This is an optimization exercise on Yosys and OpenROAD, whose aim is small area, not a production implementation.
RTL that was checked went through simulation tests only; none was proved equivalent to the original.
No functional check of the RTL was part of run 3.

==> design/flow/design.v <==
`timescale 1ns / 1ps
module cordic_rotation_top(
    input clk, input nreset, input enable,
    input signed [15:0] x_vec_in, input signed [15:0] y_vec_in,
    input [19:0] target_angle,
    output wire signed [15:0] x_vec_out, output wire signed [15:0] y_vec_out,
    output reg done);
    wire [0:0] t_ge4;
    wire [0:0] t_geC;
    wire [0:0] t_le4;
    wire [0:0] t_leC;
    wire [0:0] negv;
    wire [19:0] tpre;
    wire [0:0] big_pos;
    wire [0:0] big_neg;
    wire [15:0] r0;
    wire [0:0] d0;
    wire [14:0] q1;
    wire [0:0] dd0;
    wire [0:0] dd1;
    wire [13:0] q2;
    reg [13:0] q2_p1;
    wire [0:0] dd2;
    wire [12:0] q3;
    wire [0:0] dd3;
    wire [11:0] q4;
    reg [11:0] q4_p2;
    wire [0:0] dd4;
    wire [10:0] q5;
    wire [0:0] dd5;
    wire [9:0] q6;
    reg [9:0] q6_p3;
    wire [0:0] dd6;
    wire [8:0] q7;
    wire [0:0] dd7;
    wire [7:0] q8;
    reg [7:0] q8_p4;
    wire [0:0] dd8;
    wire [6:0] q9;
    wire [0:0] dd9;
    wire [5:0] q10;
    reg [5:0] q10_p5;
    wire [0:0] dd10;
    wire [4:0] q11;
    wire [0:0] dd11;
    wire [3:0] q12;
    reg [3:0] q12_p6;
    wire [0:0] dd12;
    wire [3:0] q13;
    wire [0:0] dd13;
    wire [3:0] q14;
    reg [3:0] q14_p7;
    wire [0:0] dd14;
    wire [15:0] nx;
    wire [15:0] ny;
    wire [15:0] xn;
    wire [15:0] yn;
    reg [15:0] xn_p1;
    reg [15:0] yn_p1;
    reg [0:0] dd0_p1;
    wire [15:0] ysh0;
    wire [15:0] xsh0;
    wire [15:0] yop0;
    wire [15:0] xop0;
    wire [15:0] x1;
    wire [15:0] y1;
    reg [0:0] dd1_p1;
    wire [15:0] ysh1;
    wire [15:0] xsh1;
    wire [15:0] yop1;
    wire [15:0] xop1;
    wire [15:0] x2;
    wire [15:0] y2;
    reg [15:0] x2_p2;
    reg [15:0] y2_p2;
    reg [0:0] dd2_p2;
    wire [15:0] ysh2;
    wire [15:0] xsh2;
    wire [15:0] yop2;
    wire [15:0] xop2;
    wire [15:0] x3;
    wire [15:0] y3;
    reg [0:0] dd3_p2;
    wire [15:0] ysh3;
    wire [15:0] xsh3;
    wire [15:0] yop3;
    wire [15:0] xop3;
    wire [15:0] x4;
    wire [15:0] y4;
    reg [15:0] x4_p3;
    reg [15:0] y4_p3;
    reg [0:0] dd4_p3;
    wire [15:0] ysh4;
    wire [15:0] xsh4;
    wire [15:0] yop4;
    wire [15:0] xop4;
    wire [15:0] x5;
    wire [15:0] y5;
    reg [0:0] dd5_p3;
    wire [15:0] ysh5;
    wire [15:0] xsh5;
    wire [15:0] yop5;
    wire [15:0] xop5;
    wire [15:0] x6;
    wire [15:0] y6;
    reg [15:0] x6_p4;
    reg [15:0] y6_p4;
    reg [0:0] dd6_p4;
    wire [15:0] ysh6;
    wire [15:0] xsh6;
    wire [15:0] yop6;
    wire [15:0] xop6;
    wire [15:0] x7;
    wire [15:0] y7;
    reg [0:0] dd7_p4;
    wire [15:0] ysh7;
    wire [15:0] xsh7;
    wire [15:0] yop7;
    wire [15:0] xop7;
    wire [15:0] x8;
    wire [15:0] y8;
    reg [15:0] x8_p5;
    reg [15:0] y8_p5;
    reg [0:0] dd8_p5;
    wire [15:0] ysh8;
    wire [15:0] xsh8;
    wire [15:0] yop8;
    wire [15:0] xop8;
    wire [15:0] x9;
    wire [15:0] y9;
    reg [0:0] dd9_p5;
    wire [15:0] ysh9;
    wire [15:0] xsh9;
    wire [15:0] yop9;
    wire [15:0] xop9;
    wire [15:0] x10;
    wire [15:0] y10;
    reg [15:0] x10_p6;
    reg [15:0] y10_p6;
    reg [0:0] dd10_p6;
    wire [15:0] ysh10;
    wire [15:0] xsh10;
    wire [15:0] yop10;
    wire [15:0] xop10;
    wire [15:0] x11;
    wire [15:0] y11;
    reg [0:0] dd11_p6;
    wire [15:0] ysh11;
    wire [15:0] xsh11;
    wire [15:0] yop11;
    wire [15:0] xop11;
    wire [15:0] x12;
    wire [15:0] y12;
    reg [15:0] x12_p7;
    reg [15:0] y12_p7;
    reg [0:0] dd12_p7;
    wire [15:0] ysh12;
    wire [15:0] xsh12;
    wire [15:0] yop12;
    wire [15:0] xop12;
    wire [15:0] x13;
    wire [15:0] y13;
    reg [0:0] dd13_p7;
    wire [15:0] ysh13;
    wire [15:0] xsh13;
    wire [15:0] yop13;
    wire [15:0] xop13;
    wire [15:0] x14;
    wire [15:0] y14;
    reg [15:0] x14_p8;
    reg [15:0] y14_p8;
    reg [0:0] dd14_p8;
    wire [15:0] ysh14;
    wire [15:0] xsh14;
    wire [15:0] yop14;
    wire [15:0] xop14;
    wire [15:0] x15;
    wire [15:0] y15;
    wire [23:0] mxa;
    wire [23:0] mxb;
    wire [23:0] mx5;
    wire [23:0] mxc;
    wire [23:0] mxd;
    wire [23:0] mx155;
    wire [15:0] mxo;
    reg [15:0] mxo_p9;
    wire [23:0] mya;
    wire [23:0] myb;
    wire [23:0] my5;
    wire [23:0] myc;
    wire [23:0] myd;
    wire [23:0] my155;
    wire [15:0] myo;
    reg [15:0] myo_p9;
    reg [8:0] vld;
    assign t_ge4 = $signed(target_angle) >= $signed(20'h04000);
    assign t_geC = $signed(target_angle) >= $signed(20'h0C000);
    assign t_le4 = $signed(target_angle) <= -$signed(20'h04000);
    assign t_leC = $signed(target_angle) <= -$signed(20'h0C000);
    assign negv = (t_ge4 & ~t_geC) | (t_le4 & ~t_leC);
    assign tpre = t_ge4 ? (t_geC ? target_angle - 20'h10000 : target_angle - 20'h08000) : t_le4 ? (t_leC ? target_angle + 20'h10000 : target_angle + 20'h08000) : target_angle;
    assign big_pos = $signed(tpre) > $signed(20'd18177);
    assign big_neg = $signed(tpre) < -$signed(20'd18177);
    assign r0 = big_pos ? 16'd18178 : big_neg ? -16'sd18177 : tpre[15:0];
    assign d0 = r0[15] | (r0 == 16'd0);
    assign q1 = r0[14:0] + (d0 ? 15'd8191 : 15'd24575);
    assign dd0 = d0;
    assign dd1 = q1[14];
    assign q2 = q1[13:0] + (q1[14] ? 14'd4836 : 14'd11548);
    assign dd2 = q2_p1[13];
    assign q3 = q2_p1[12:0] + (q2_p1[13] ? 13'd2555 : 13'd5637);
    assign dd3 = q3[12];
    assign q4 = q3[11:0] + (q3[12] ? 12'd1297 : 12'd2799);
    assign dd4 = q4_p2[11];
    assign q5 = q4_p2[10:0] + (q4_p2[11] ? 11'd651 : 11'd1397);
    assign dd5 = q5[10];
    assign q6 = q5[9:0] + (q5[10] ? 10'd325 : 10'd699);
    assign dd6 = q6_p3[9];
    assign q7 = q6_p3[8:0] + (q6_p3[9] ? 9'd162 : 9'd350);
    assign dd7 = q7[8];
    assign q8 = q7[7:0] + (q7[8] ? 8'd81 : 8'd175);
    assign dd8 = q8_p4[7];
    assign q9 = q8_p4[6:0] + (q8_p4[7] ? 7'd40 : 7'd88);
    assign dd9 = q9[6];
    assign q10 = q9[5:0] + (q9[6] ? 6'd20 : 6'd44);
    assign dd10 = q10_p5[5];
    assign q11 = q10_p5[4:0] + (q10_p5[5] ? 5'd10 : 5'd22);
    assign dd11 = q11[4];
    assign q12 = q11[3:0] + (q11[4] ? 4'd5 : 4'd11);
    assign dd12 = q12_p6[3];
    assign q13 = q12_p6[3:0] + (q12_p6[3] ? 4'd2 : 4'd14);
    assign dd13 = q13[3];
    assign q14 = q13[3:0] + (q13[3] ? 4'd1 : 4'd15);
    assign dd14 = q14_p7[3];
    assign nx = x_vec_in ^ {16{negv}};
    assign ny = y_vec_in ^ {16{negv}};
    assign xn = nx + 16'd0 + {15'd0,negv};
    assign yn = ny + 16'd0 + {15'd0,negv};
    assign ysh0 = $signed(yn_p1) >>> 0;
    assign xsh0 = $signed(xn_p1) >>> 0;
    assign yop0 = ysh0 ^ {16{~dd0_p1}};
    assign xop0 = xsh0 ^ {16{dd0_p1}};
    assign x1 = xn_p1 + yop0 + {15'd0,~dd0_p1};
    assign y1 = yn_p1 + xop0 + {15'd0,dd0_p1};
    assign ysh1 = $signed(y1) >>> 1;
    assign xsh1 = $signed(x1) >>> 1;
    assign yop1 = ysh1 ^ {16{~dd1_p1}};
    assign xop1 = xsh1 ^ {16{dd1_p1}};
    assign x2 = x1 + yop1 + {15'd0,~dd1_p1};
    assign y2 = y1 + xop1 + {15'd0,dd1_p1};
    assign ysh2 = $signed(y2_p2) >>> 2;
    assign xsh2 = $signed(x2_p2) >>> 2;
    assign yop2 = ysh2 ^ {16{~dd2_p2}};
    assign xop2 = xsh2 ^ {16{dd2_p2}};
    assign x3 = x2_p2 + yop2 + {15'd0,~dd2_p2};
    assign y3 = y2_p2 + xop2 + {15'd0,dd2_p2};
    assign ysh3 = $signed(y3) >>> 3;
    assign xsh3 = $signed(x3) >>> 3;
    assign yop3 = ysh3 ^ {16{~dd3_p2}};
    assign xop3 = xsh3 ^ {16{dd3_p2}};
    assign x4 = x3 + yop3 + {15'd0,~dd3_p2};
    assign y4 = y3 + xop3 + {15'd0,dd3_p2};
    assign ysh4 = $signed(y4_p3) >>> 4;
    assign xsh4 = $signed(x4_p3) >>> 4;
    assign yop4 = ysh4 ^ {16{~dd4_p3}};
    assign xop4 = xsh4 ^ {16{dd4_p3}};
    assign x5 = x4_p3 + yop4 + {15'd0,~dd4_p3};
    assign y5 = y4_p3 + xop4 + {15'd0,dd4_p3};
    assign ysh5 = $signed(y5) >>> 5;
    assign xsh5 = $signed(x5) >>> 5;
    assign yop5 = ysh5 ^ {16{~dd5_p3}};
    assign xop5 = xsh5 ^ {16{dd5_p3}};
    assign x6 = x5 + yop5 + {15'd0,~dd5_p3};
    assign y6 = y5 + xop5 + {15'd0,dd5_p3};
    assign ysh6 = $signed(y6_p4) >>> 6;
    assign xsh6 = $signed(x6_p4) >>> 6;
    assign yop6 = ysh6 ^ {16{~dd6_p4}};
    assign xop6 = xsh6 ^ {16{dd6_p4}};
    assign x7 = x6_p4 + yop6 + {15'd0,~dd6_p4};
    assign y7 = y6_p4 + xop6 + {15'd0,dd6_p4};
    assign ysh7 = $signed(y7) >>> 7;
    assign xsh7 = $signed(x7) >>> 7;
    assign yop7 = ysh7 ^ {16{~dd7_p4}};
    assign xop7 = xsh7 ^ {16{dd7_p4}};
    assign x8 = x7 + yop7 + {15'd0,~dd7_p4};
    assign y8 = y7 + xop7 + {15'd0,dd7_p4};
    assign ysh8 = $signed(y8_p5) >>> 8;
    assign xsh8 = $signed(x8_p5) >>> 8;
    assign yop8 = ysh8 ^ {16{~dd8_p5}};
    assign xop8 = xsh8 ^ {16{dd8_p5}};
    assign x9 = x8_p5 + yop8 + {15'd0,~dd8_p5};
    assign y9 = y8_p5 + xop8 + {15'd0,dd8_p5};
    assign ysh9 = $signed(y9) >>> 9;
    assign xsh9 = $signed(x9) >>> 9;
    assign yop9 = ysh9 ^ {16{~dd9_p5}};
    assign xop9 = xsh9 ^ {16{dd9_p5}};
    assign x10 = x9 + yop9 + {15'd0,~dd9_p5};
    assign y10 = y9 + xop9 + {15'd0,dd9_p5};
    assign ysh10 = $signed(y10_p6) >>> 10;
    assign xsh10 = $signed(x10_p6) >>> 10;
    assign yop10 = ysh10 ^ {16{~dd10_p6}};
    assign xop10 = xsh10 ^ {16{dd10_p6}};
    assign x11 = x10_p6 + yop10 + {15'd0,~dd10_p6};
    assign y11 = y10_p6 + xop10 + {15'd0,dd10_p6};
    assign ysh11 = $signed(y11) >>> 11;
    assign xsh11 = $signed(x11) >>> 11;
    assign yop11 = ysh11 ^ {16{~dd11_p6}};
    assign xop11 = xsh11 ^ {16{dd11_p6}};
    assign x12 = x11 + yop11 + {15'd0,~dd11_p6};
    assign y12 = y11 + xop11 + {15'd0,dd11_p6};
    assign ysh12 = $signed(y12_p7) >>> 12;
    assign xsh12 = $signed(x12_p7) >>> 12;
    assign yop12 = ysh12 ^ {16{~dd12_p7}};
    assign xop12 = xsh12 ^ {16{dd12_p7}};
    assign x13 = x12_p7 + yop12 + {15'd0,~dd12_p7};
    assign y13 = y12_p7 + xop12 + {15'd0,dd12_p7};
    assign ysh13 = $signed(y13) >>> 13;
    assign xsh13 = $signed(x13) >>> 13;
    assign yop13 = ysh13 ^ {16{~dd13_p7}};
    assign xop13 = xsh13 ^ {16{dd13_p7}};
    assign x14 = x13 + yop13 + {15'd0,~dd13_p7};
    assign y14 = y13 + xop13 + {15'd0,dd13_p7};
    assign ysh14 = $signed(y14_p8) >>> 14;
    assign xsh14 = $signed(x14_p8) >>> 14;
    assign yop14 = ysh14 ^ {16{~dd14_p8}};
    assign xop14 = xsh14 ^ {16{dd14_p8}};
    assign x15 = x14_p8 + yop14 + {15'd0,~dd14_p8};
    assign y15 = y14_p8 + xop14 + {15'd0,dd14_p8};
    assign mxa = {{8{x15[15]}},x15};
    assign mxb = {{6{x15[15]}},x15,2'b00};
    assign mx5 = mxa + mxb + {23'd0,1'b0};
    assign mxc = {mx5[18:0],5'b0};
    assign mxd = ~mx5;
    assign mx155 = mxc + mxd + {23'd0,1'b1};
    assign mxo = mx155[23:8];
    assign mya = {{8{y15[15]}},y15};
    assign myb = {{6{y15[15]}},y15,2'b00};
    assign my5 = mya + myb + {23'd0,1'b0};
    assign myc = {my5[18:0],5'b0};
    assign myd = ~my5;
    assign my155 = myc + myd + {23'd0,1'b1};
    assign myo = my155[23:8];
    assign x_vec_out = mxo_p9;
    assign y_vec_out = myo_p9;
    always @(posedge clk) begin
        q2_p1 <= q2;
        q4_p2 <= q4;
        q6_p3 <= q6;
        q8_p4 <= q8;
        q10_p5 <= q10;
        q12_p6 <= q12;
        q14_p7 <= q14;
        xn_p1 <= xn;
        yn_p1 <= yn;
        dd0_p1 <= dd0;
        dd1_p1 <= dd1;
        x2_p2 <= x2;
        y2_p2 <= y2;
        dd2_p2 <= dd2;
        dd3_p2 <= dd3;
        x4_p3 <= x4;
        y4_p3 <= y4;
        dd4_p3 <= dd4;
        dd5_p3 <= dd5;
        x6_p4 <= x6;
        y6_p4 <= y6;
        dd6_p4 <= dd6;
        dd7_p4 <= dd7;
        x8_p5 <= x8;
        y8_p5 <= y8;
        dd8_p5 <= dd8;
        dd9_p5 <= dd9;
        x10_p6 <= x10;
        y10_p6 <= y10;
        dd10_p6 <= dd10;
        dd11_p6 <= dd11;
        x12_p7 <= x12;
        y12_p7 <= y12;
        dd12_p7 <= dd12;
        dd13_p7 <= dd13;
        x14_p8 <= x14;
        y14_p8 <= y14;
        dd14_p8 <= dd14;
        mxo_p9 <= mxo;
        myo_p9 <= myo;
    end
    always @(posedge clk) begin
        vld[0] <= nreset & enable;
        vld[1] <= nreset & vld[0];
        vld[2] <= nreset & vld[1];
        vld[3] <= nreset & vld[2];
        vld[4] <= nreset & vld[3];
        vld[5] <= nreset & vld[4];
        vld[6] <= nreset & vld[5];
        vld[7] <= nreset & vld[6];
        done <= nreset & vld[7];
    end
endmodule
==> design/flow/run.sh <==
#!/bin/bash
# synth_recipe.tcl (not shown) runs the flow's synth.tcl, then flattens the netlist and writes it again
# the make line also repeats each setting of config.mk as NAME=value (left out here)
make -C /OpenROAD-flow-scripts/flow DESIGN_CONFIG=/design/flow/config.mk WORK_HOME=/design/flow/orfs CLKGATE_MAP_FILE= SYNTH_SCRIPT=/design/flow/synth_recipe.tcl finish
==> design/flow/config.mk <==
export PLATFORM = sky130hd
export DESIGN_NAME = cordic_rotation_top
export DESIGN_NICKNAME = cordic_rotation_top
export VERILOG_FILES = /design/flow/design.v
export SDC_FILE = /design/flow/constraint.sdc
export NUM_CORES = 4
export LEC_CHECK = 0
export ABC_AREA = 1
export CAP_MARGIN = 20
export CORE_MARGIN = 2
export CORE_UTILIZATION = 40
export PLACE_DENSITY = 0.6
export SLEW_MARGIN = 20
==> design/flow/constraint.sdc <==
create_clock -name core_clock -period 6.0 [get_ports {clk}]
set_input_delay 1.2000 -clock core_clock [delete_from_list [all_inputs] [get_ports {clk}]]
set_output_delay 1.2000 -clock core_clock [all_outputs]
set_load 0.01 [all_outputs]
==> results.json, run 1 <==
{
  "outcome": "complete, no violations",
  "async_flop_share_pct": 0,
  "synth-main-ff-cell": "dfxtp_1",
  "reg2reg_to": "myo_p9[14]",
  "cts_tree": "built",
  "worstSetupEndpoint": "myo_p9[14]",
  "grt_pass1_vias": 26570,
  "num_antenna_cells": 0,
  "cpPeakStageDelay_ns": 0.37,
  "synth_edf_count": 0,
  "tightest_slew_ns": 0.7478,
  "hold_viol": 0,
  "hold_depth": 0,
  "cp_max_fo": 4,
  "multiInputGateArea_mm2": 0.02528,
  "yosysSeqAreaShare_pct": 21.05,
  "area_growth_pct": 13.71,
  "yosysMostFrequentCell": "xor2_1",
  "worstHoldPathType": "flip-flop to flip-flop",
  "max_slew_margin_pct": 49.98,
  "drc_errors": 0,
  "cpMaxStageDelayCell": "dfxtp_4",
  "routedWlPerCell_um": 12.19,
  "hpwl_um": 59380,
  "synth_area_mm2": 0.03490,
  "drv_slew": 0,
  "yosys_warnings": 1,
  "finalSetupTns_ns": 0,
  "required_ns": 6.49,
  "die_area_mm2": 0.08964,
  "track_usage_pct": 15.85,
  "cts_buffers": 48,
  "cts.sinks": 367,
  "grt_pass1_wl_um": 120600,
  "routed_wl_um": 70820,
  "ys_types": 56,
  "ctsHoldBuffers": 0,
  "end_kind": "flip-flop",
  "startpoint_type": "flip-flop",
  "num-fill-cells": 8617,
  "fin_worst_skew_ns": 0.03439,
  "start_util_pct": 40.30,
  "drt-pass1-iter-count": 5,
  "r2r_cells": 34,
  "synth_commonest_cells": "xor2_1, inv_1, ha_1",
  "arrival_ns": 6.15,
  "layout_min_cycle_time_ns": 5.658,
  "ys_ff_latch": 367,
  "port_buffers": 87,
  "r2r-start": "dd14_p8",
  "r2r_slack_ns": 0.34,
  "clock_path_buffers": 3,
  "grt_max_degree": 35,
  "syn_avg_cell_area_um2": 7.861,
  "drtIter0Drc": 900,
  "ioPinCount": 88,
  "ys_top_cells_by_area": "dfxtp_1, ha_1, xor2_1",
  "gp_congestion": 0.8337,
  "fin_cells": 5811,
  "worst-setup-path-type": "flip-flop to flip-flop",
  "grt_remaining_overflow": 0,
  "drtAntennaViolNets": 0,
  "core-area_mm2": 0.08662,
  "drive_gt1_share_pct": 5.863,
  "synthesis.nets": 5102,
  "antenna_found_initial": 0,
  "setup_viol": 0,
  "num_vias": 27190,
  "post-route-period-util_pct": 94.31,
  "clkLatencyLatePin_ns": 0.63,
  "startpoint": "dd14_p8",
  "viasPerCell": 4.679,
  "fmax_mhz": 176.7,
  "synthesis.instances": 4440,
  "yosysTopAreaCellShare_pct": 21.05,
  "drv_cap": 0,
  "die_w_um": 299.4,
  "rows": 108,
  "cts_htree_levels": 2,
  "cts_root_buffer": "clkbuf_16",
  "die_h_um": 299.4,
  "dp_cells": 5694,
  "fin_nets": 5278,
  "synth_area_leader_cell": "dfxtp_1",
  "rsz0062_at_grt": "true",
  "path_clk_slew_ns": 0.06,
  "seqCellArea_mm2": 0.007358
}
## timing repair
| action | in CTS | in global routing |
|---|---|---|
| setup endpoints to repair | 4 | 22 |
| gates resized for setup | 5 | 75 |
| buffers inserted | 0 | 27 |
| pin swaps | 0 | 43 |
## worst min path at each step
stage                   start        end  slack (ns)
floorplan           q14_p7[3]    dd14_p8        0.31
global placement     q8_p4[0]  q10_p5[0]        0.31
detailed placement   q8_p4[0]  q10_p5[0]        0.32
CTS                  q8_p4[0]  q10_p5[0]        0.33
global route         q8_p4[0]  q10_p5[0]        0.34
finish               q8_p4[0]  q10_p5[0]        0.32
## logic make-up (layout without fill, tap and decap cells)
kind of cell	count (synthesis)	in the layout	share of synthesized area, %
muxes	2	2	0.05736
xor gates and xnor gates	890	890	22.39
adders and majority gates	607	607	22.64
buffers and inverters	695	911	7.571
AOI/OAI and AO/OA	854	854	13.65
and+or+nand+nor	1025	1025	12.64
DFF	367	367	21.05
## flip-flops by register name, summed over array words and instances (netlist names), 12 cells and up
name and cells:
mxo_p9 16, myo_p9 16, q2_p1 14, q4_p2 12, x10_p6 16, x12_p7 16
x14_p8 16, x2_p2 16, x4_p3 16, x6_p4 16, x8_p5 16, xn_p1 16
y10_p6 16, y12_p7 16, y14_p8 16, y2_p2 16, y4_p3 16, y6_p4 16
y8_p5 16, yn_p1 16
## per-layer routing
metal | vias to the layer above | track usage (%) | share of wire [%]
li1 | 14910 | - | -
met1 | 11910 | 19.27 | 46
met2 | 281 | 29.28 | 49
met3 | 82 | 2.131 | 2.6
met4 | 0 | 3.833 | 1.9
met5 | - | 0 | 0
## critical path, delay by kind of cell, from the launching register on
family	cells	cell delay [ns]
compound gates	15	2.46
xor+xnor	4	0.62
fa+ha+maj	3	0.95
buf+inv	5	0.47
flops	1	0.37
simple gates	7	0.66
## final cells by class
class	count	share of cell area (%)
Tap cell	1155	3.641
Sequential cell	367	18.54
Timing Repair Buffer	159	3.565
Multi-Input combinational cell	3378	63.69
Clock inverter	39	1.226
Inverter	662	6.261
Clock buffer	51	3.080
## cell usage in the layout, fill, tap and decap left out, types with 15 or more instances in the layout
cell	instances
a21o_1	29
a21oi_1	473
a21oi_2	16
a31oi_1	16
buf_4	71
clkbuf_16	48
clkdlybuf4s50_1	87
dfxtp_1	362
fa_1	36
ha_1	557
inv_1	651
nand2_1	561
nand3_1	160
nand3b_1	15
nand4_1	23
nor2_1	178
nor3_1	22
o21ai_0	144
o21ai_1	21
o21bai_1	99
xnor2_1	216
xor2_1	660
## per-stage QoR
stage	hold WS (ns)	utilization, %	worst slack (ns)	instance area, um^2
after CTS	0.3276	45.18	-0.006434	39140
after detailed placement	0.3157	43.19	-0.06587	37410
after global placement	0.3118	43.19	0.06877	37410
final	0.3237	45.82	0.3417	39690
after floorplan	0.3096	-	0.1203	34910
after global routing	0.3402	45.82	-0.1637	39690
==> inputs of run 2 (changes only) <==
--- a/design/flow/config.mk
+++ b/design/flow/config.mk
@@ -10,4 +10,5 @@
 export CORE_MARGIN = 2
-export CORE_UTILIZATION = 40
-export PLACE_DENSITY = 0.6
+export CORE_UTILIZATION = 60
+export CTS_BUF_LIST = sky130_fd_sc_hd__clkbuf_4 sky130_fd_sc_hd__clkbuf_8
+export PLACE_DENSITY = 0.7
 export SLEW_MARGIN = 20
==> run 2 against run 1 <==
Effect of this change:
- critical path depth up 3
- die area fell by 33%
- area after synthesis is the same
- fmax fell by 1.2%
- still clean on timing, DRC and antenna
- first-iteration DRC count grew 11%
- global-route usage increased by 7.3 points
- cell area down 1.3%
- critical path type unchanged
==> results.json, run 2 <==
{
  "outcome": "complete, no violations",
  "yosysSeqAreaShare_pct": 21.05,
  "synth-main-ff-cell": "dfxtp_1",
  "cts.sinks": 367,
  "layout_common_cells": "xor2_1, inv_1, nand2_1",
  "fmax_mhz": 174.7,
  "ys_ff_latch": 367,
  "ioPinCount": 88,
  "drv_cap": 0,
  "worst-setup-path-type": "flip-flop to flip-flop",
  "setup_viol": 0,
  "antenna_found_initial": 1,
  "synth_area_mm2": 0.03490,
  "fin_nets": 5305,
  "drtIter0Drc": 1000,
  "cp_max_fo": 11,
  "start_util_pct": 60.61,
  "clock_path_buffers": 3,
  "yosys_warnings": 1,
  "yosysMostFrequentCell": "xor2_1",
  "r2r_cells": 37,
  "gp_congestion": 0.8633,
  "ys_top_cells_by_area": "dfxtp_1, ha_1, xor2_1",
  "routed_wl_um": 70120,
  "synth_edf_count": 0,
  "syn_avg_cell_area_um2": 7.861,
  "post-route-period-util_pct": 95.41,
  "grt_remaining_overflow": 0,
  "synth_commonest_cells": "xor2_1, inv_1, ha_1",
  "area_growth_pct": 12.20,
  "num_vias": 27620,
  "cpMostUsedCell": "inv_1",
  "num-fill-cells": 5042,
  "drtAntennaViolNets": 0,
  "hold_depth": 0,
  "cpMaxStageDelayCell": "dfxtp_4",
  "die_area_mm2": 0.06012,
  "synth_area_leader_cell": "dfxtp_1",
  "die_h_um": 245.2,
  "async_flop_share_pct": 0,
  "yosysTopAreaCellShare_pct": 21.05,
  "grt_pass1_wl_um": 117400,
  "port_buffers": 87,
  "core-area_mm2": 0.05759,
  "arrival_ns": 6.30,
  "layout_min_cycle_time_ns": 5.725,
  "fin_worst_skew_ns": 0.03395,
  "max_slew_margin_pct": 49.59,
  "routedWlPerCell_um": 12.84,
  "drc_errors": 0,
  "cts_buffers": 70,
  "hold_viol": 0,
  "required_ns": 6.57,
  "clkLatencyLatePin_ns": 0.66,
  "final_common_cell": "xor2_1",
  "path_clk_slew_ns": 0.06,
  "final_util_pct": 68.01,
  "cts_tree": "built",
  "die_w_um": 245.2,
  "end_kind": "flip-flop",
  "grt_pass1_vias": 26330,
  "cpPeakStageDelay_ns": 0.39,
  "synthesis.instances": 4440,
  "tightest_slew_ns": 0.7508,
  "drv_slew": 0,
  "multiInputGateArea_mm2": 0.02532,
  "cts_htree_levels": 3,
  "viasPerCell": 5.058,
  "rows": 88,
  "track_usage_pct": 23.15,
  "worstHoldPathType": "flip-flop to flip-flop",
  "ys_types": 56,
  "drt-pass1-iter-count": 5,
  "cts_root_buffer": "clkbuf_8",
  "seqCellArea_mm2": 0.007361,
  "hpwl_um": 57740,
  "synthesis.nets": 5102,
  "startpoint_type": "flip-flop",
  "grt_max_degree": 35,
  "ctsHoldBuffers": 0,
  "drive_gt1_share_pct": 7.029
}
run 2: cell count changes in the layout (fill, tap and decap cells not counted), sizes merged:
| cell | previous run | this run |
|---|---|---|
| inv | 669 | 662 |
| clkinvlp | 11 | 6 |
| bufinv | 7 | 4 |
| clkbuf | 51 | 103 |
| buf | 72 | 77 |
| diode | 0 | 1 |
| clkinv | 14 | 11 |
run 2: area by class of cell:
class / count / share of cell area, %
sequential: 367 / 18.79
timing repair buffer: 164 / 3.760
clock buffer: 103 / 3.428
clock inverter: 21 / 0.5719
tap: 765 / 2.444
antenna: 1 / 0.006390
inverter: 662 / 6.345
multi-input combinational: 3378 / 64.65
run 2: final timing paths:
check                           slack, ns  startpoint          to
worst max register to register       0.28     dd14_p8  mxo_p9[14]
worst min-delay path                 0.33    q8_p4[1]   q10_p5[1]
worst max-delay path                 0.28     dd14_p8  mxo_p9[14]
worst min register to register       0.33    q8_p4[1]   q10_p5[1]
run 2: cell families (layout without fill, tap and decap cells):
family          Yosys count  in the layout  synth area share, %
compound gates          854            854                13.65
xor+xnor                890            890                22.39
fa+ha+maj               607            607                22.64
buf+inv                 695            950                7.571
flops                   367            367                21.05
mux                       2              2              0.05736
other cells               0              1                    0
simple gates           1025           1025                12.64
run 2: timing repair:
item                       CTS  global route
pin swaps                    0            78
resized for setup            3            98
setup buffers                1            34
setup endpoints to repair    6            25
run 2: worst max-delay path: cells and delay by family, from the launching register on:
family | cells | cell delay, ns
DFF | 1 | 0.39
AOI/OAI and AO/OA | 15 | 2.30
adders and majority gates | 3 | 0.85
buffers and inverters | 9 | 0.85
xor gates and xnor gates | 4 | 0.77
and+or+nand+nor | 6 | 0.49
run 2: per-layer routing:
layer / wire, um / GRT usage (%) / vias up
met5: 0 / 0 / -
met4: 1589 / 6.797 / 0
met3: 2185 / 3.324 / 129
met2: 33850 / 41.46 / 336
met1: 32500 / 28.63 / 12180
li1: - / - / 14980
run 2: stage by stage:
stage               cell area [um^2]  hold slack, ns  TNS (ns)  setup slack [ns]  instances
floorplan                      34910          0.3096         0            0.1203       4440
global placement               36900          0.3103  -0.09185          -0.08204       5301
CTS                            38480          0.3328  -0.09378          -0.05066       5426
global route                   39160          0.3371    -1.002           -0.2616       5461
finish                         39160          0.3270         0            0.2752       5461
detailed placement             36900          0.3186   -0.5330           -0.2335       5301
==> inputs of run 3 (changes only) <==
--- a/design/flow/design.v
+++ b/design/flow/design.v
@@ -178,2 +178,3 @@
     wire [15:0] y15;
+    reg [15:0] x15_p9;
     wire [23:0] mxa;
@@ -185,3 +186,3 @@
     wire [15:0] mxo;
-    reg [15:0] mxo_p9;
+    reg [15:0] y15_p9;
     wire [23:0] mya;
@@ -193,3 +194,2 @@
     wire [15:0] myo;
-    reg [15:0] myo_p9;
     reg [8:0] vld;
@@ -328,4 +328,4 @@
     assign y15 = y14_p8 + xop14 + {15'd0,dd14_p8};
-    assign mxa = {{8{x15[15]}},x15};
-    assign mxb = {{6{x15[15]}},x15,2'b00};
+    assign mxa = {{8{x15_p9[15]}},x15_p9};
+    assign mxb = {{6{x15_p9[15]}},x15_p9,2'b00};
     assign mx5 = mxa + mxb + {23'd0,1'b0};
@@ -335,4 +335,4 @@
     assign mxo = mx155[23:8];
-    assign mya = {{8{y15[15]}},y15};
-    assign myb = {{6{y15[15]}},y15,2'b00};
+    assign mya = {{8{y15_p9[15]}},y15_p9};
+    assign myb = {{6{y15_p9[15]}},y15_p9,2'b00};
     assign my5 = mya + myb + {23'd0,1'b0};
@@ -342,4 +342,4 @@
     assign myo = my155[23:8];
-    assign x_vec_out = mxo_p9;
-    assign y_vec_out = myo_p9;
+    assign x_vec_out = mxo;
+    assign y_vec_out = myo;
     always @(posedge clk) begin
@@ -383,4 +383,4 @@
         dd14_p8 <= dd14;
-        mxo_p9 <= mxo;
-        myo_p9 <= myo;
+        x15_p9 <= x15;
+        y15_p9 <= y15;
     end
--- a/design/flow/config.mk
+++ b/design/flow/config.mk
@@ -10,5 +10,4 @@
 export CORE_MARGIN = 2
-export CORE_UTILIZATION = 60
-export CTS_BUF_LIST = sky130_fd_sc_hd__clkbuf_4 sky130_fd_sc_hd__clkbuf_8
-export PLACE_DENSITY = 0.7
+export CORE_UTILIZATION = 40
+export PLACE_DENSITY = 0.6
 export SLEW_MARGIN = 20
==> run 3 against run 2 <==
Effect of this change:
- now fails the layout checks on negative setup slack
- first-iteration DRC count fell by 19%
- routed wire length rose by 2.5%
- final cell count up 8.6%
- register-to-register slack improved by 0.16 ns
- area after synthesis is 1.7% higher
- non-clock buffer count rose by 38
- critical path type is now flip-flop to primary output
==> results.json, run 3 <==
{
  "outcome": "finished with violations",
  "check-failures": "negative setup slack",
  "grt_remaining_overflow": 0,
  "cts_htree_levels": 2,
  "hpwl_um": 60620,
  "finalSetupTns_ns": -0.1369,
  "ioPinCount": 88,
  "cpMaxStageDelayCell": "dfxtp_4",
  "startpoint": "y15_p9[2]",
  "rsz0062_at_grt": "true",
  "post-route-period-util_pct": 101.4,
  "required_ns": 4.80,
  "synth_area_mm2": 0.03550,
  "arrival_ns": 4.88,
  "seqCellArea_mm2": 0.007371,
  "layout_min_cycle_time_ns": 6.082,
  "die_area_mm2": 0.09114,
  "fmax_mhz": 164.4,
  "holdWs_ns": 0.3269,
  "num_antenna_cells": 0,
  "start_util_pct": 40.29,
  "cpMostUsedCell": "a21oi_2",
  "end_kind": "primary output",
  "async_flop_share_pct": 0,
  "die_w_um": 301.9,
  "yosys_warnings": 1,
  "max_slew_margin_pct": 52.90,
  "synthesis.instances": 4548,
  "hold_start": "q8_p4[0]",
  "yosysTopAreaCellShare_pct": 20.70,
  "path_clk_slew_ns": 0.05,
  "drv_cap": 0,
  "gp_congestion": 0.8406,
  "fin_worst_skew_ns": 0.02020,
  "synth_commonest_cells": "inv_1, xor2_1, ha_1",
  "syn_avg_cell_area_um2": 7.805,
  "drtAntennaViolNets": 0,
  "synth-main-ff-cell": "dfxtp_1",
  "num-fill-cells": 8928,
  "viasPerCell": 4.749,
  "clock_path_buffers": 3,
  "port_buffers": 87,
  "grt_max_degree": 35,
  "layout_common_cells": "inv_1, xor2_1, ha_1",
  "ys_top_cells_by_area": "dfxtp_1, ha_1, xor2_1",
  "fin_cells": 5933,
  "place_ws_ns": -0.3328,
  "drive_gt1_share_pct": 7.739,
  "area_growth_pct": 13.43,
  "layout_setup_ws_ns": -0.08178,
  "antenna_found_initial": 0,
  "routed_wl_um": 71860,
  "yosysSeqAreaShare_pct": 20.70,
  "cts_tree": "built",
  "synthesis.nets": 5210,
  "synth_edf_count": 0,
  "setup_viol": 2,
  "drv_slew": 0,
  "r2r-start": "dd12_p7",
  "cts_buffers": 45,
  "core-area_mm2": 0.08810,
  "cts_root_buffer": "clkbuf_16",
  "drc_errors": 0,
  "hold_viol": 0,
  "dp_cells": 5818,
  "yosysMostFrequentCell": "inv_1",
  "drtIter0Drc": 809,
  "final_cell_area_mm2": 0.04026,
  "drt-pass1-iter-count": 5,
  "multiInputGateArea_mm2": 0.02561,
  "worst-setup-path-type": "flip-flop to primary output",
  "grt_pass1_vias": 27770,
  "synth_area_leader_cell": "dfxtp_1",
  "cpPeakStageDelay_ns": 0.36,
  "cts.sinks": 367,
  "tightest_slew_ns": 0.7042,
  "track_usage_pct": 15.85,
  "routedWlPerCell_um": 12.11,
  "ys_ff_latch": 367,
  "rows": 109,
  "ctsHoldBuffers": 0,
  "startpoint_type": "flip-flop",
  "grt_pass1_wl_um": 122700,
  "final_common_cell": "inv_1",
  "die_h_um": 301.9,
  "fin_nets": 5396,
  "clkLatencyLatePin_ns": 0.59,
  "ys_types": 59,
  "worstHoldPathType": "flip-flop to flip-flop",
  "cp_max_fo": 3,
  "num_vias": 28170,
  "placed_area_mm2": 0.03805
}
==> run 3: cell types whose count changed in the layout (fill, tap and decap cells not counted), moves of 12 or more <==
cell / previous run / this run
clkbuf_8: 91 / 10
clkbuf_16: 0 / 45
buf_4: 73 / 111
inv_1: 648 / 679
a21oi_1: 468 / 489
clkdlybuf4s50_1: 87 / 71
nand2_1: 558 / 543
xor2_1: 660 / 645
buf_2: 0 / 12
clkbuf_4: 12 / 0
nand2_2: 14 / 26
nand3_1: 161 / 173
==> run 3: layer usage <==
layer | track usage [%] | part of all wire (%)
met5 | 0 | 0
met4 | 4.679 | 2.8
met3 | 1.788 | 2.3
met2 | 31.23 | 52
met1 | 17.62 | 43
==> run 3: area by class of cell <==
type	count	share of cell area, %
Multi-Input combinational cell	3417	63.62
Sequential cell	367	18.31
Inverter	701	6.535
Timing Repair Buffer	202	4.201
Tap cell	1165	3.620
Clock buffer	66	3.241
Clock inverter	15	0.4817
==> run 3: repair_timing <==
| action | 4_1_cts | 5_1_grt |
|---|---|---|
| setup buffers | 21 | 17 |
| pin swaps | 23 | 30 |
| setup endpoints to repair | 18 | 26 |
| resized for setup | 107 | 78 |
==> run 3: cells by family (layout without fill, tap and decap cells) <==
group,after synthesis,count (layout),share of synthesized area (%)
AOI/OAI and AO/OA,891,891,13.99
buffers and inverters,764,984,8.502
and+or+nand+nor,1040,1040,12.81
xor gates and xnor gates,877,877,21.68
DFF,367,367,20.70
adders and majority gates,607,607,22.26
muxes,2,2,0.05992
==> run 3: worst paths after layout <==
path	slack [ns]	cells after the start	endpoint
worst max register to register	0.44	38	x14_p8[14]
worst min register to register	0.33	0	q10_p5[0]
worst min-delay path	0.33	0	q10_p5[0]
worst max-delay path	-0.08	30	y_vec_out[14]
==> run 3: worst max-delay path: cells and delay by family, from the launching register on <==
kind	cells	cell delay [ns]
adders and majority gates	2	0.53
buffers and inverters	4	0.35
xor gates and xnor gates	2	0.32
AOI/OAI and AO/OA	16	2.28
DFF	1	0.36
and+or+nand+nor	6	0.44
==> run 3: per-stage QoR <==
| step | util, % |
|---|---|
| 6_report | 45.70 |
| 5_1_grt | 45.70 |
| 4_1_cts | 45.28 |
| 3_5_place_dp | 43.18 |
| 3_3_place_gp | 43.18 |
| 2_1_floorplan | - |

[re-timing with driven ports]
In the flow no input, the clock included, has a driving cell. The finished layouts below were timed again as built, in two steps.
Step 1 sets driving cells, clkbuf_16 on the clock port and buf_2 on the other inputs (assumed; they add their load-dependent delay and slew).
Step 2 adds t to the input delays and takes it off the output delays; t is the mean of the earliest and latest rising clock arrival at the registers after step 1. Input paths then give back, and output paths get back, about the clock's delay inside the block.
Three values: ideal, step 1, step 2; two values: the first two.
| run | t, ns | setup slack, ns | slew at the worst register clock pin (ns) |
|---|---|---|---|
| run 1 | 0.680 | 0.342 / 0.342 / 0.081 | 0.06 / 0.06 |
| run 2 | 0.703 | 0.275 / 0.275 / 0.061 | 0.06 / 0.06 |
| run 3 | 0.643 | -0.082 / -0.142 / 0.088 | 0.06 / 0.06 |
The setup slack of run 1, which loses most, moves by 0.000 ns with the drivers and by -0.261 ns with both steps.
